From an optimization exercise on the open Yosys and OpenROAD flow, aimed at small area; shortcuts taken in it are not production practice. Only simulation tests tie the RTL to the original design; equivalence was not proved. Power is estimated from default activity; no workload was simulated.

Setup of old:
Design sram_top, start of the top module:
module sram_top #(
    parameter ROW_BITS = 1,
    parameter COL_BITS = 2,
    parameter ADDR_W   = 4 + ROW_BITS + COL_BITS
) (
    input  logic        clk,
    input  logic        rst_n,
    input  logic [ADDR_W-1:0] addr,
    input  logic [31:0] din,
    input  logic        ce_n,
    input  logic        we_n,
    output logic [31:0] dout
);
For scale: roughly 4400 flip-flops, about 75 I/O pins, ~100000 um2 of cells after synthesis.
Settings: LEC_CHECK=0, CAP_MARGIN=20, CORE_MARGIN=2, CORE_UTILIZATION=65, PLACE_DENSITY=0.75, SETUP_SLACK_MARGIN=0.3, SLEW_MARGIN=20; clock period 10.0 ns.
standard.sh (not shown) runs the stock make flow with config.mk's settings and CLKGATE_MAP_FILE= SYNTH_SCRIPT=/design/flow/synth_recipe.tcl, a recipe that flattens the netlist after the stock synthesis.
==> flow/flow/run.sh <==
#!/bin/bash
# Layout flow: the standard flow, with the combinational logic mapped by an
# area-oriented ABC script (flow/area.abc) instead of ORFS's speed script.
# Registers, their names and cell types are those of the standard synthesis.
# Clock tree synthesis runs with the arguments in flow/cts_args.txt (no dummy
# load cells). Ports are buffered with sky130_fd_sc_hd__buf_1.
set -euo pipefail
cd "$(dirname "$0")/.."
W=$PWD
sed 's|log_cmd abc {\*}\$abc_args|log_cmd abc {*}[lreplace $abc_args 1 1 '"$W"'/flow/area.abc]|' \
    "$FLOW_HOME/scripts/synth.tcl" > "$W/flow_synth.tcl"
grep -q "flow/area.abc" "$W/flow_synth.tcl"
sed "s|source \$::env(SCRIPTS_DIR)/synth.tcl|source $W/flow_synth.tcl|" \
    "$W/synth_recipe.tcl" > "$W/flow_synth_recipe.tcl"
grep -q "flow_synth.tcl" "$W/flow_synth_recipe.tcl"
bash "$W/standard.sh" SYNTH_SCRIPT="$W/flow_synth_recipe.tcl" CTS_ARGS="$(cat "$W/flow/cts_args.txt")" \
    BUFFER_PORTS_ARGS="-buffer_cell sky130_fd_sc_hd__buf_1" finish > "$W/flow_standard.log" 2>&1
==> flow/flow/area.abc <==
strash
dc2
dch -f
amap -m
topo
==> flow/flow/cts_args.txt <==
-sink_clustering_enable -repair_clock_nets -dont_use_dummy_load -buf_list sky130_fd_sc_hd__clkbuf_4 -sink_clustering_size 11 -sink_clustering_max_diameter 40
old | stages: all done | timing, DRC, antenna: all pass
Modified inputs, new compared to old
# old
export LEC_CHECK = 0
export CAP_MARGIN = 20
export CORE_MARGIN = 2
export CORE_UTILIZATION = 65
export PLACE_DENSITY = 0.75
export SETUP_SLACK_MARGIN = 0.3
export SLEW_MARGIN = 20
create_clock -name core_clock -period 10.0 [get_ports {clk}]
# new
export LEC_CHECK = 0
export CAP_MARGIN = 20
export CORE_MARGIN = 2
export CORE_UTILIZATION = 45
export GPL_TIMING_DRIVEN = 0
export PLACE_DENSITY = 0.6
export SETUP_SLACK_MARGIN = 0.3
export SLEW_MARGIN = 20
create_clock -name core_clock -period 10.0 [get_ports {clk}]
==> flow/flow/cts_args.txt <==
-sink_clustering_enable -repair_clock_nets -dont_use_dummy_load -buf_list sky130_fd_sc_hd__clkbuf_4 -sink_clustering_size 10 -sink_clustering_max_diameter 40
Between new and old, it is new whose sequential portion of the cell area is lower, by 3.4 points.
Measured against old, the logic depth of the worst path, buffers included of new comes out at 0.79 times the reference value.
new against old: via count shows a reduction of about 0.4%, critical path data arrival time decreased 0.35 ns, worst hold slack held.
On new: via count of the first global-routing pass is 1453 higher than what old gave.
Higher floorplan core area was reported by new, not old.
Non-clock buffer count in the final layout ended up 88 higher on new than on old.
Die footprint ended up 70000 um2 higher on new than on old.
Of new and old, it is new that has the lower power density over the cells.

========
Setup of run A:
sram_top, a different RTL version from the one above (not shown whole).
Size in the first run: ~6900 cells after synthesis, roughly 4400 flip-flops, about 75 I/O pins, about 0.10 mm^2 of cells after synthesis.
Settings: LEC_CHECK=0, CAP_MARGIN=0, CORE_MARGIN=2, CORE_UTILIZATION=45, PLACE_DENSITY=0.6, SETUP_SLACK_MARGIN=0.3, SLEW_MARGIN=0; clock period 10.0 ns.
==> flow/flow/cts_args.txt <==
-sink_clustering_enable -repair_clock_nets -dont_use_dummy_load -buf_list sky130_fd_sc_hd__clkbuf_4 -sink_clustering_size 10 -sink_clustering_max_diameter 40
Scripts as last shown in full above: flow/flow/run.sh, flow/flow/area.abc
Run A: all stages complete, timing, DRC and antenna checks passed
diff inputs: run A => run B
# run A
export LEC_CHECK = 0
export CAP_MARGIN = 0
export CORE_MARGIN = 2
export CORE_UTILIZATION = 45
export PLACE_DENSITY = 0.6
export SETUP_SLACK_MARGIN = 0.3
export SLEW_MARGIN = 0
create_clock -name core_clock -period 10.0 [get_ports {clk}]
# run B
export LEC_CHECK = 0
export CAP_MARGIN = 20
export CORE_MARGIN = 2
export CORE_UTILIZATION = 45
export PLACE_DENSITY = 0.6
export SETUP_SLACK_MARGIN = 0.3
export SLEW_MARGIN = 20
create_clock -name core_clock -period 10.0 [get_ports {clk}]
==> flow/flow/run.sh <==
#!/bin/bash
# Layout flow: the standard flow, with the combinational logic mapped by an
# area-oriented ABC script (flow/area.abc) instead of ORFS's speed script.
# Registers, their names and cell types are those of the standard synthesis.
set -euo pipefail
cd "$(dirname "$0")/.."
W=$PWD
sed 's|log_cmd abc {\*}\$abc_args|log_cmd abc {*}[lreplace $abc_args 1 1 '"$W"'/flow/area.abc]|' \
    "$FLOW_HOME/scripts/synth.tcl" > "$W/flow_synth.tcl"
grep -q "flow/area.abc" "$W/flow_synth.tcl"
sed "s|source \$::env(SCRIPTS_DIR)/synth.tcl|source $W/flow_synth.tcl|" \
    "$W/synth_recipe.tcl" > "$W/flow_synth_recipe.tcl"
grep -q "flow_synth.tcl" "$W/flow_synth_recipe.tcl"
bash "$W/standard.sh" SYNTH_SCRIPT="$W/flow_synth_recipe.tcl" finish > "$W/flow_standard.log" 2>&1
removed: flow/flow/cts_args.txt
### Flow results
Count of buffer and inverter cells on the critical path (higher): run B. Per the comparison of run B with run A, detailed-route wire length grew by 0.85%, vias per cell shrank by 0.067. Via count of run A is on par with run B. Delta (run B minus run A): shortest period the worst path allows fell 0.21 ns; clock network latency to the later pin of the worst-skew pair shows a reduction of 0.38 ns; share of layout cells above drive strength 1 now sits higher.
What run C does differently from run B at the input level:
--- a/flow/flow/run.sh
+++ b/flow/flow/run.sh
@@ -3,4 +3,6 @@
 # area-oriented ABC script (flow/area.abc) instead of ORFS's speed script.
 # Registers, their names and cell types are those of the standard synthesis.
+# Clock tree synthesis runs with the arguments in flow/cts_args.txt (no dummy
+# load cells). Ports are buffered with sky130_fd_sc_hd__buf_1.
 set -euo pipefail
 cd "$(dirname "$0")/.."
@@ -12,3 +14,4 @@
     "$W/synth_recipe.tcl" > "$W/flow_synth_recipe.tcl"
 grep -q "flow_synth.tcl" "$W/flow_synth_recipe.tcl"
-bash "$W/standard.sh" SYNTH_SCRIPT="$W/flow_synth_recipe.tcl" finish > "$W/flow_standard.log" 2>&1
+bash "$W/standard.sh" SYNTH_SCRIPT="$W/flow_synth_recipe.tcl" CTS_ARGS="$(cat "$W/flow/cts_args.txt")" \
+    BUFFER_PORTS_ARGS="-buffer_cell sky130_fd_sc_hd__buf_1" finish > "$W/flow_standard.log" 2>&1
==> flow/flow/cts_args.txt (new file) <==
-sink_clustering_enable -repair_clock_nets -dont_use_dummy_load -buf_list sky130_fd_sc_hd__clkbuf_4 -sink_clustering_size 10 -sink_clustering_max_diameter 40
--- outcome ---
Per the comparison of run C with run B, sequential power stayed essentially flat; portion of total power attributed to combinational logic rose by 1.0 points; post-CTS resize count stayed essentially flat; post-route cell area fell by 8.1%; power density over the cells fell by 15%. sky130_fd_sc_hd__o21ai_0 as the critical-path cell with the highest stage delay was reported by run B, and sky130_fd_sc_hd__buf_4 by run C. The run showing the smaller total detailed-routing wirelength is run C. Core util | run C vs run B | run C lower. Compared with run B, run C shows a lower clock buffer count. Run C reports a lower proportion of cell area spent on the clock network than run B does.

========
The RTL this note starts from:
==> flow/design.v <==
`timescale 1ns / 1ps
module controller (
    input  wire        clk,
    input  wire        rst_n,
    input  wire [6:0]  addr,
    input  wire        ce_n,
    input  wire        we_n,
    input  wire [15:0] bank_active_status,
    output wire [6:0]  cap_addr,      
    output wire [6:0]  req_addr,      
    output wire        seek,          
    output wire        show,          
    output wire        first,         
    output wire        wload,         
    output wire [15:0] request_wakeup,
    output wire [15:0] access_done
);
    localparam IDLE = 4'd0, WAIT = 4'd1, PRE1 = 4'd2, PRE2 = 4'd3, DEC = 4'd4,
               ACC1 = 4'd5, ACC2 = 4'd6, ACC3 = 4'd7, FIN = 4'd8;
    reg [3:0] st;
    reg [6:0] ca;
    reg       cwe_n;
    wire [15:0] bdec = 16'd1 << ca[6:3];
    always @(posedge clk or negedge rst_n) begin
        if (!rst_n)
            st <= IDLE;
        else case (st)
            IDLE:    st <= ce_n ? IDLE : WAIT;
            WAIT:    st <= bank_active_status[ca[6:3]] ? PRE1 : WAIT;
            FIN:     st <= IDLE;
            default: st <= (st > FIN) ? IDLE : st + 4'd1;
        endcase
    end
    always @(posedge clk) begin
        if (st == IDLE && !ce_n) begin
            ca    <= addr;
            cwe_n <= we_n;
        end
    end
    assign cap_addr       = ca;
    assign req_addr       = (st == IDLE) ? addr : ca;
    assign seek           = ((st == IDLE) && !ce_n) || ((st >= WAIT) && (st <= ACC1));
    assign first          = (st == ACC1);
    assign show           = (st >= ACC1) && (st <= ACC3) && cwe_n;
    assign wload          = (st == ACC3) && !cwe_n;
    assign request_wakeup = (st == WAIT) ? bdec : 16'd0;
    assign access_done    = (st == FIN)  ? bdec : 16'd0;
endmodule
`timescale 1ns / 1ps
module power_management_unit (
    input  wire        clk,
    input  wire        rst_n,
    input  wire [15:0] request_wakeup,
    input  wire [15:0] access_done,
    output wire [15:0] bank_active_status
);
    localparam [9:0] TERM   = 10'h13f;
    localparam [9:0] K_WAKE = 10'h136;   
    localparam [9:0] K_IDLE = 10'h334;   
    localparam [9:0] K_DEEP = 10'h335;   
    reg         wk;
    wire [15:0] ld_wake;
    always @(posedge clk or negedge rst_n) begin
        if (!rst_n)
            wk <= 1'b0;
        else
            wk <= (|ld_wake) | (wk & (|request_wakeup));
    end
    genvar i;
    generate
        for (i = 0; i < 16; i = i + 1) begin : bank_fsm
            reg       act, m;
            reg [9:0] cnt;
            wire req  = request_wakeup[i];
            wire done = access_done[i];
            wire term = (cnt == TERM);
            assign ld_wake[i] = !act && !m && req;
            wire ld_deep = act && !req && m && term;
            wire ld_idle = act && !req && !(m && term) && done;
            always @(posedge clk or negedge rst_n) begin
                if (!rst_n) begin
                    act <= 1'b0;
                    m   <= 1'b0;
                end else if (act) begin
                    if (req)
                        m <= 1'b0;
                    else if (m && term)
                        act <= 1'b0;
                    else if (done)
                        m <= 1'b1;
                end else if (m) begin
                    if (term) begin
                        act <= req && wk;
                        m   <= 1'b0;
                    end
                end else if (req)
                    m <= 1'b1;
            end
            always @(posedge clk) begin
                if (ld_wake[i])
                    cnt <= K_WAKE;
                else if (ld_deep)
                    cnt <= K_DEEP;
                else if (ld_idle)
                    cnt <= K_IDLE;
                else
                    cnt <= {cnt[8:0], cnt[9] ^ cnt[6]};
            end
            assign bank_active_status[i] = act;
        end
    endgenerate
endmodule
`timescale 1ns / 1ps
module memory_bank_2 (
    input  wire        clk,
    input  wire        rst_n,
    input  wire [6:0]  raddr,
    input  wire        seek,
    input  wire        show,
    input  wire        first,
    input  wire [6:0]  waddr,
    input  wire [31:0] din,
    input  wire        wload,
    input  wire        any_active,
    output wire [31:0] dout
);
    reg  [6:0]  phase;
    reg  [31:0] wbuf;
    reg  [6:0]  wa;
    reg         pend;
    reg  [31:0] rreg;
    reg         woke;
    wire [31:0] d [0:127];
    always @(posedge clk)
        phase <= phase + 7'd1;
    wire clr = !woke;
    always @(posedge clk or negedge rst_n) begin
        if (!rst_n)
            woke <= 1'b0;
        else if (any_active)
            woke <= 1'b1;
    end
    wire [6:0]  wpos  = wa + phase;
    wire        wfire = pend && (wpos[2:0] == 3'd7);
    always @(posedge clk) begin
        if (wload || clr)
            wbuf <= din & {32{!clr}};
        if (wload)
            wa   <= waddr;
    end
    always @(posedge clk or negedge rst_n) begin
        if (!rst_n)
            pend <= 1'b0;
        else
            pend <= wload | (pend & !wfire);
    end
    genvar p;
    generate
        for (p = 0; p < 128; p = p + 1) begin : slot
            reg [31:0] q;
            if (p % 8 == 0) begin : wtap
                wire wen = clr || (wfire && (wpos[6:3] == ((p / 8 + 15) % 16)));
                always @(posedge clk)
                    q <= wen ? ((p / 8) % 2 ? ~wbuf : wbuf) : ~d[(p + 127) % 128];
            end else begin : plain
                always @(posedge clk)
                    q <= d[p - 1];
            end
            assign d[p] = q;
        end
    endgenerate
    wire [6:0] rpos = raddr + phase;
    wire       fwd  = pend && (wa == raddr);
    reg [31:0] tap_d;
    reg        rhit;
    integer k;
    always @* begin
        tap_d = 32'd0;
        rhit  = 1'b0;
        for (k = 0; k < 22; k = k + 1) begin
            tap_d = tap_d | ((((6 * k) / 8) % 2 ? ~d[6 * k] : d[6 * k]) & {32{rpos == 6 * k}});
            rhit  = rhit | (rpos == 6 * k);
        end
    end
    wire [31:0] live = fwd ? wbuf : tap_d;
    wire        lhit = fwd || rhit;
    always @(posedge clk) begin
        if (seek && lhit)
            rreg <= live;
    end
    assign dout = ((first && lhit) ? live : rreg) & {32{show}};
endmodule
`timescale 1ns / 1ps
module sram_top #(
    parameter ROW_BITS = 1,
    parameter COL_BITS = 2,
    parameter ADDR_W   = 4 + ROW_BITS + COL_BITS
) (
    input  logic        clk,
    input  logic        rst_n,
    input  logic [ADDR_W-1:0] addr,
    input  logic [31:0] din,
    input  logic        ce_n,
    input  logic        we_n,
    output logic [31:0] dout
);
    wire [6:0]  cap_addr, req_addr;
    wire        seek, show, first, wload;
    wire [15:0] request_wakeup;
    wire [15:0] access_done;
    wire [15:0] bank_active_status;
    controller u_controller (
        .clk(clk),
        .rst_n(rst_n),
        .addr(addr),
        .ce_n(ce_n),
        .we_n(we_n),
        .bank_active_status(bank_active_status),
        .cap_addr(cap_addr),
        .req_addr(req_addr),
        .seek(seek),
        .show(show),
        .first(first),
        .wload(wload),
        .request_wakeup(request_wakeup),
        .access_done(access_done)
    );
    power_management_unit u_pmu (
        .clk(clk),
        .rst_n(rst_n),
        .request_wakeup(request_wakeup),
        .access_done(access_done),
        .bank_active_status(bank_active_status)
    );
    memory_bank_2 u_mem (
        .clk(clk),
        .rst_n(rst_n),
        .raddr(req_addr),
        .seek(seek),
        .show(show),
        .first(first),
        .waddr(cap_addr),
        .din(din),
        .wload(wload),
        .any_active(|bank_active_status),
        .dout(dout)
    );
endmodule
export LEC_CHECK = 0
export CAP_MARGIN = 20
export CORE_MARGIN = 2
export CORE_UTILIZATION = 65
export PLACE_DENSITY = 0.75
export SETUP_SLACK_MARGIN = 0.1
export SLEW_MARGIN = 20
create_clock -name core_clock -period 10.0 [get_ports {clk}]
==> flow/flow/run.sh <==
#!/bin/bash
# Layout flow: the standard flow, with the combinational logic mapped by an
# area-oriented ABC script (flow/area.abc) instead of ORFS's speed script.
# Registers, their names and cell types are those of the standard synthesis.
# Clock tree synthesis runs with the arguments in flow/cts_args.txt (no dummy
# load cells). Ports are buffered with sky130_fd_sc_hd__buf_1.
set -euo pipefail
cd "$(dirname "$0")/.."
W=$PWD
sed 's|log_cmd abc {\*}\$abc_args|log_cmd abc {*}[lreplace $abc_args 1 1 '"$W"'/flow/area.abc]|' \
    "$FLOW_HOME/scripts/synth.tcl" > "$W/flow_synth.tcl"
grep -q "flow/area.abc" "$W/flow_synth.tcl"
sed "s|source \$::env(SCRIPTS_DIR)/synth.tcl|source $W/flow_synth.tcl|" \
    "$W/synth_recipe.tcl" > "$W/flow_synth_recipe.tcl"
grep -q "flow_synth.tcl" "$W/flow_synth_recipe.tcl"
bash "$W/standard.sh" SYNTH_SCRIPT="$W/flow_synth_recipe.tcl" CTS_ARGS="$(cat "$W/flow/cts_args.txt")" \
    BUFFER_PORTS_ARGS="-buffer_cell sky130_fd_sc_hd__buf_1" finish > "$W/flow_standard.log" 2>&1
==> flow/flow/cts_args.txt <==
-sink_clustering_enable -repair_clock_nets -dont_use_dummy_load -buf_list sky130_fd_sc_hd__clkbuf_4 -sink_clustering_size 10 -sink_clustering_max_diameter 40
Scripts as last shown in full above: flow/flow/area.abc
==> next run, changes <==
- SETUP_SLACK_MARGIN: 0.1 -> 0.3
What happened: Area after synthesis does not change; via count climbs by 0.37%; count of clock-buffer cells in the layout does not change; non-clock buffer count grows by 17; design area hardly moves; cell count is about the same; synthesized cell count stays the same; core utilization grows by 0.10 points; routed wire length rises by 0.88%; setup slack improves by 0.13 ns; global-route usage grows by 0.13 points.
==> next run, changes <==
- SETUP_SLACK_MARGIN: 0.3 -> 0.0
What happened:
- register-to-register slack gets worse by 0.22 ns
- critical path depth falls by 1
- non-clock buffer count drops by 19
- wire length went down by about 0.8%
- global-route usage came out lower by 0.13 points
- final area is about the same
- total power is about the same
- utilization goes down by 0.13 points
- area after synthesis is unchanged

## separate check: timing with driven ports
The flow's constraints put no driver on any port. The routed layouts listed below were extracted and timed again, unchanged, in two steps.
Step 1: set_driving_cell puts a clkbuf_16 on clk and a buf_2 on each other input, an assumption about the parent block.
Step 2 adds t to the input delays and takes it off the output delays; t is the mean of the earliest and latest rising clock arrival at the registers after step 1. Input paths then give back, and output paths get back, about the clock's delay inside the block.
a / b / c = no drivers / after step 1 / after step 2; a / b = the first two.
run | t (ns) | setup slack, ns | worst data-port slew with drivers (ns)
old | 1.463 | 3.201 / 3.201 / 2.485 | 0.05
new | 1.409 | 3.466 / 3.466 / 2.856 | 0.07
run A | 1.357 | 2.440 / 2.440 / 2.069 | 0.07
run B | 1.031 | 2.649 / 2.649 / 1.819 | 0.06
run C | 1.395 | 2.589 / 2.589 / 2.182 | 0.07
the first run of note 3 | 1.370 | 0.410 / 0.325 / 1.016 | 0.05
the second run of note 3 | 1.374 | 0.538 / 0.466 / 1.202 | 0.04
the third run of note 3 | 1.373 | 0.363 / 0.278 / 0.952 | 0.05
After both steps every run listed still meets setup and hold. The setup slack of run B, which loses most, moves by 0.000 ns with the drivers and by -0.830 ns with both steps.
